Context: an optimization exercise on an open-source flow, tuned for small area. The choices shown serve that exercise and are no tape-out recipe. Function was checked by simulation only, so behaviour that the tests miss may differ from the original. No activity file was given, so power comes from the tool's default toggle rates.

build 71:
==> flow/design.v (excerpt) <==
module axisafety (
		output	reg		o_read_fault,
		output	reg		o_write_fault,
		input	wire		S_AXI_ACLK,
		input	wire		S_AXI_ARESETN,
		output	reg		M_AXI_ARESETN,
		output	wire		comb_aresetn,
		input	wire		ext_resetn,
		output	wire		channel_up,
		input	wire [5:0]	S_AXI_AWID,
		input	wire [27:0]	S_AXI_AWADDR,
		input	wire [7:0]	S_AXI_AWLEN,
		input	wire [2:0]	S_AXI_AWSIZE,
		input	wire [1:0]	S_AXI_AWBURST,
		input	wire		S_AXI_AWLOCK,
		input	wire [3:0]	S_AXI_AWCACHE,
		input	wire [2:0]	S_AXI_AWPROT,
		input	wire [3:0]	S_AXI_AWQOS,
		input	wire		S_AXI_AWVALID,
		output	reg		S_AXI_AWREADY,
		input	wire [31:0]	S_AXI_WDATA,
		input	wire [3:0]	S_AXI_WSTRB,
		input	wire		S_AXI_WLAST,
		input	wire		S_AXI_WVALID,
		output	reg		S_AXI_WREADY,
		output	wire [5:0]	S_AXI_BID,
		output	reg [1:0]	S_AXI_BRESP,
		output	reg		S_AXI_BVALID,
		input	wire		S_AXI_BREADY,
		input	wire [5:0]	S_AXI_ARID,
		input	wire [27:0]	S_AXI_ARADDR,
		input	wire [7:0]	S_AXI_ARLEN,
		input	wire [2:0]	S_AXI_ARSIZE,
		input	wire [1:0]	S_AXI_ARBURST,
		input	wire		S_AXI_ARLOCK,
		input	wire [3:0]	S_AXI_ARCACHE,
		input	wire [2:0]	S_AXI_ARPROT,
		input	wire [3:0]	S_AXI_ARQOS,
		input	wire		S_AXI_ARVALID,
		output	reg		S_AXI_ARREADY,
		output	wire [5:0]	S_AXI_RID,
		output	reg [31:0]	S_AXI_RDATA,
		output	reg [1:0]	S_AXI_RRESP,
		output	wire		S_AXI_RLAST,
		output	reg		S_AXI_RVALID,
		input	wire		S_AXI_RREADY,
		output	reg [5:0]	M_AXI_AWID,
		output	reg [27:0]	M_AXI_AWADDR,
		output	reg [7:0]	M_AXI_AWLEN,
		output	reg [2:0]	M_AXI_AWSIZE,
		output	reg [1:0]	M_AXI_AWBURST,
		output	reg		M_AXI_AWLOCK,
		output	reg [3:0]	M_AXI_AWCACHE,
		output	reg [2:0]	M_AXI_AWPROT,
		output	reg [3:0]	M_AXI_AWQOS,
		output	reg		M_AXI_AWVALID,
		input	wire		M_AXI_AWREADY,
		output	reg [31:0]	M_AXI_WDATA,
		output	reg [3:0]	M_AXI_WSTRB,
		output	reg		M_AXI_WLAST,
		output	reg		M_AXI_WVALID,
		input	wire		M_AXI_WREADY,
		input	wire [5:0]	M_AXI_BID,
		input	wire [1:0]	M_AXI_BRESP,
		input	wire		M_AXI_BVALID,
		output	wire		M_AXI_BREADY,
		output	reg [5:0]	M_AXI_ARID,
		output	reg [27:0]	M_AXI_ARADDR,
		output	reg [7:0]	M_AXI_ARLEN,
		output	reg [2:0]	M_AXI_ARSIZE,
		output	reg [1:0]	M_AXI_ARBURST,
		output	reg		M_AXI_ARLOCK,
		output	reg [3:0]	M_AXI_ARCACHE,
		output	reg [2:0]	M_AXI_ARPROT,
		output	reg [3:0]	M_AXI_ARQOS,
		output	reg		M_AXI_ARVALID,
		input	wire		M_AXI_ARREADY,
		input	wire [5:0]	M_AXI_RID,
		input	wire [31:0]	M_AXI_RDATA,
		input	wire [1:0]	M_AXI_RRESP,
		input	wire		M_AXI_RLAST,
		input	wire		M_AXI_RVALID,
		output	wire		M_AXI_RREADY
	);
Size in the first run: ~720 cells after synthesis, ~330 flip-flops, roughly 11,000 um^2 of cells after synthesis.
export LEC_CHECK = 0
export CAP_MARGIN = 20
export CORE_MARGIN = 2
export CORE_UTILIZATION = 30
export SLEW_MARGIN = 20
create_clock -name core_clock -period 10.0 [get_ports {S_AXI_ACLK}]
standard.sh (not shown) runs the stock make flow with config.mk's settings and CLKGATE_MAP_FILE= SYNTH_SCRIPT=/design/flow/synth_recipe.tcl, a recipe that flattens the netlist after the stock synthesis.
==> flow/flow/run.sh <==
#!/bin/bash
# Standard ORFS layout (standard.sh), with these changes:
#  - synthesis maps the logic with an area-oriented ABC script (flow/synth.tcl);
#  - the port buffers are the smallest buffer cell, sky130_fd_sc_hd__buf_1;
#  - clock tree synthesis uses small clock buffers, without dummy loads.
# All of the ORFS tools' output goes to orfs_make.log here, and each step's
# own log stays under orfs/logs/.
set -euo pipefail
export FLOW_WORK="$PWD"
bash standard.sh "SYNTH_SCRIPT=$FLOW_WORK/flow/synth.tcl" \
  "BUFFER_PORTS_ARGS=-buffer_cell sky130_fd_sc_hd__buf_1" \
  "CTS_ARGS=-sink_clustering_enable -repair_clock_nets -sink_clustering_size 10 -sink_clustering_max_diameter 70 -buf_list sky130_fd_sc_hd__clkbuf_4 -dont_use_dummy_load" \
  finish > orfs_make.log 2>&1
==> flow/flow/abc_area.script <==
strash
dch -f
amap -F 5 -A 5
mfs2
strash
dch -f
amap -F 5 -A 5
&get -n
&st
&dch -f
&nf -R 1000
&put
mfs2
strash
dch -f
amap -F 5 -A 5
==> flow/flow/synth.tcl <==
# The standard flow's synthesis (synth_recipe.tcl, unchanged), with ABC's technology
# mapping run with an area-oriented script (flow/abc_area.script) in place
# of ORFS's default one.  Registers are mapped before ABC runs, so they
# are the standard synthesis's, with the same names and cells.
proc abc {args} {
  set i [lsearch -exact $args -script]
  if {$i >= 0} {
    lset args [expr {$i + 1}] $::env(FLOW_WORK)/flow/abc_area.script
  }
  yosys abc {*}$args
}
source $::env(FLOW_WORK)/synth_recipe.tcl
--- input diff build 71..build 87 ---
==> flow/flow/abc_area.script <==
strash
dch -f
amap -F 5 -A 5
mfs2
strash
dch -f
amap -F 5 -A 5
[summary]
Build 87 can be clocked faster than build 71. Delta (build 87 minus build 71): horizontal die dimension comparable, cell count after synthesis shrank by 3. Compared with build 71, placement density in the core of build 87 is lower. Post-synthesis to final-layout area growth across build 71 and build 87: no real change. Between build 87 and build 71, it is build 87 whose worst slack on hold paths is lower, by 12 ps. Total power after layout in build 87 is about 0.6% higher than in build 71. Build 87 ended up with a lower clock period minus final worst setup slack than build 71 did.
[inputs] build 75 vs build 87
# build 87
export LEC_CHECK = 0
export CAP_MARGIN = 20
export CORE_MARGIN = 2
export CORE_UTILIZATION = 30
export SLEW_MARGIN = 20
create_clock -name core_clock -period 10.0 [get_ports {S_AXI_ACLK}]
# build 75
export LEC_CHECK = 0
export CAP_MARGIN = 20
export CORE_MARGIN = 2
export CORE_UTILIZATION = 30
export GPL_TIMING_DRIVEN = 0
export SLEW_MARGIN = 20
create_clock -name core_clock -period 10.0 [get_ports {S_AXI_ACLK}]
--- a/flow/flow/run.sh
+++ b/flow/flow/run.sh
@@ -11,3 +11,3 @@
   "BUFFER_PORTS_ARGS=-buffer_cell sky130_fd_sc_hd__buf_1" \
-  "CTS_ARGS=-sink_clustering_enable -repair_clock_nets -sink_clustering_size 10 -sink_clustering_max_diameter 70 -buf_list sky130_fd_sc_hd__clkbuf_4 -dont_use_dummy_load" \
+  "CTS_ARGS=-sink_clustering_enable -repair_clock_nets -sink_clustering_size 10 -sink_clustering_max_diameter 50 -buf_list sky130_fd_sc_hd__clkbuf_4 -dont_use_dummy_load" \
   finish > orfs_make.log 2>&1
==> run summary <==
Build 75 completed every stage of the flow, and the final layout passed the timing, design-rule and antenna checks.
The part of the total power dissipated in the clock network in build 75 was higher than what build 87 gave.
Higher area overhead of the layout relative to synthesis was reported by build 75, not build 87.
Build 75 vs. build 87: hold slack saw little to no change; reported leakage power saw an increase; post-route worst setup slack saw a decrease; power after layout saw an increase.
[build 75] layout net count rose 16 relative to build 87
Final period utilization (higher): build 75
Input-level comparison between build 15 and build 75:
# build 75
export LEC_CHECK = 0
export CAP_MARGIN = 20
export CORE_MARGIN = 2
export CORE_UTILIZATION = 30
export GPL_TIMING_DRIVEN = 0
export SLEW_MARGIN = 20
create_clock -name core_clock -period 10.0 [get_ports {S_AXI_ACLK}]
# build 15
export LEC_CHECK = 0
export CAP_MARGIN = 20
export CORE_MARGIN = 2
export CORE_UTILIZATION = 30
export SLEW_MARGIN = 20
create_clock -name core_clock -period 10.0 [get_ports {S_AXI_ACLK}]
--- a/flow/flow/run.sh
+++ b/flow/flow/run.sh
@@ -11,3 +11,3 @@
   "BUFFER_PORTS_ARGS=-buffer_cell sky130_fd_sc_hd__buf_1" \
-  "CTS_ARGS=-sink_clustering_enable -repair_clock_nets -sink_clustering_size 10 -sink_clustering_max_diameter 50 -buf_list sky130_fd_sc_hd__clkbuf_4 -dont_use_dummy_load" \
+  "CTS_ARGS=-sink_clustering_enable -repair_clock_nets -sink_clustering_size 9 -sink_clustering_max_diameter 60 -buf_list sky130_fd_sc_hd__clkbuf_4 -dont_use_dummy_load" \
   finish > orfs_make.log 2>&1
Findings:
Summary of build 15 over build 75: share of the core filled with cells in the final layout -0.47 points; post-layout instance area dropped 1.2%; routing usage on met1 went up 0.79 points; total number of vias level.
Build 75 -> build 15: number of buffers on the longest clock path delta 0, exact match
### build 15 -> build 82
--- a/flow/flow/run.sh
+++ b/flow/flow/run.sh
@@ -11,3 +11,3 @@
   "BUFFER_PORTS_ARGS=-buffer_cell sky130_fd_sc_hd__buf_1" \
-  "CTS_ARGS=-sink_clustering_enable -repair_clock_nets -sink_clustering_size 9 -sink_clustering_max_diameter 60 -buf_list sky130_fd_sc_hd__clkbuf_4 -dont_use_dummy_load" \
+  "CTS_ARGS=-sink_clustering_enable -repair_clock_nets -sink_clustering_size 10 -sink_clustering_max_diameter 70 -buf_list sky130_fd_sc_hd__clkbuf_4 -dont_use_dummy_load" \
   finish > orfs_make.log 2>&1
==> flow/flow/abc_area.script <==
strash
dch -f
amap -F 5 -A 5 -m
mfs2
strash
dch -f
amap -F 5 -A 5 -m
## What came out
- Looking at via count of the first global-routing pass, build 82 sits 0.86% lower than build 15 does.
- Taking build 82 over build 15, the count of distinct cell types in the synthesized netlist ratio works out to 0.878.
- | power | build 82 vs build 15 | ≈ equal |
- Global-route wire length before repair: build 82 and build 15 compared, higher one is build 82
- Build 82 has switching power of the nets above what build 15 had.
Modified inputs, build 31 compared to build 82
# build 82
export LEC_CHECK = 0
export CAP_MARGIN = 20
export CORE_MARGIN = 2
export CORE_UTILIZATION = 30
export SLEW_MARGIN = 20
create_clock -name core_clock -period 10.0 [get_ports {S_AXI_ACLK}]
# build 31
export LEC_CHECK = 0
export CAP_MARGIN = 10
export CORE_MARGIN = 2
export CORE_UTILIZATION = 30
export GPL_TIMING_DRIVEN = 0
export SLEW_MARGIN = 10
create_clock -name core_clock -period 10.0 [get_ports {S_AXI_ACLK}]
--- a/flow/flow/run.sh
+++ b/flow/flow/run.sh
@@ -11,3 +11,3 @@
   "BUFFER_PORTS_ARGS=-buffer_cell sky130_fd_sc_hd__buf_1" \
-  "CTS_ARGS=-sink_clustering_enable -repair_clock_nets -sink_clustering_size 10 -sink_clustering_max_diameter 70 -buf_list sky130_fd_sc_hd__clkbuf_4 -dont_use_dummy_load" \
+  "CTS_ARGS=-sink_clustering_enable -repair_clock_nets -sink_clustering_size 10 -sink_clustering_max_diameter 50 -buf_list sky130_fd_sc_hd__clkbuf_4 -dont_use_dummy_load" \
   finish > orfs_make.log 2>&1
==> flow/flow/abc_area.script <==
strash
dch -f
amap -F 5 -A 5
mfs2
strash
dch -f
amap -F 5 -A 5
## What came out
Any difference in utilization between build 82 and build 31 is small enough to ignore.
Build 31 vs build 82: final period utilization up
Looking only at later-pin clock latency in the skew report, and setting everything else aside, the lower value of build 82 and build 31 goes to build 82.
Maximum clock frequency shrinks by more than 10% when moving from build 82 to build 31.
Looking at launching instance or port of the critical path, the r_rvalid result is from build 31; the M_AXI_ARLEN[5] one comes from build 82.
On post-layout total power, build 82 and build 31 are neck and neck.
Build 31 ends up with a routing usage on met1 that is 0.65 points lower than in build 82.
| arithmetic-cell share of the synthesized area counting full adders, half adders and majority gates | build 82 vs build 31 | ≈ equal |
Between build 82 and build 31, synthesized cell count decreased.
Looking only at complex-gate fraction of the synthesized area, and setting everything else aside, the lower value of build 82 and build 31 goes to build 31.

re-timing with driven ports:
The flow's constraints put no driver on any port. The routed layouts listed below were extracted and timed again, unchanged, in two steps. Step 1 (the two cells are an assumption about what drives the block):
set clk [get_ports {S_AXI_ACLK}]
set_driving_cell -lib_cell sky130_fd_sc_hd__clkbuf_16 $clk
set_driving_cell -lib_cell sky130_fd_sc_hd__buf_2 [delete_from_list [all_inputs] $clk]
Step 2, shift: input delay + t, output delay - t, t = (earliest + latest rising clock arrival at the registers) / 2. This alone moves slack from input paths to output paths. Slacks: ideal / step 1 / step 2; pairs: ideal / step 1.
run | shift t [ns] | setup WS [ns] | slew at the worst register clock pin (ns) | worst data-port slew with drivers (ns)
build 71 | 0.710 | 5.575 / 5.534 / 6.078 | 0.11 / 0.11 | 0.07
build 87 | 0.736 | 5.689 / 5.646 / 5.970 | 0.12 / 0.12 | 0.09
build 75 | 0.740 | 5.624 / 5.579 / 5.890 | 0.11 / 0.11 | 0.07
build 15 | 0.726 | 5.698 / 5.654 / 5.979 | 0.12 / 0.12 | 0.09
build 82 | 0.714 | 5.777 / 5.737 / 6.117 | 0.12 / 0.12 | 0.11
build 31 | 0.744 | 4.895 / 4.852 / 5.595 | 0.11 / 0.11 | 0.07
After both steps every run listed still meets setup and hold.
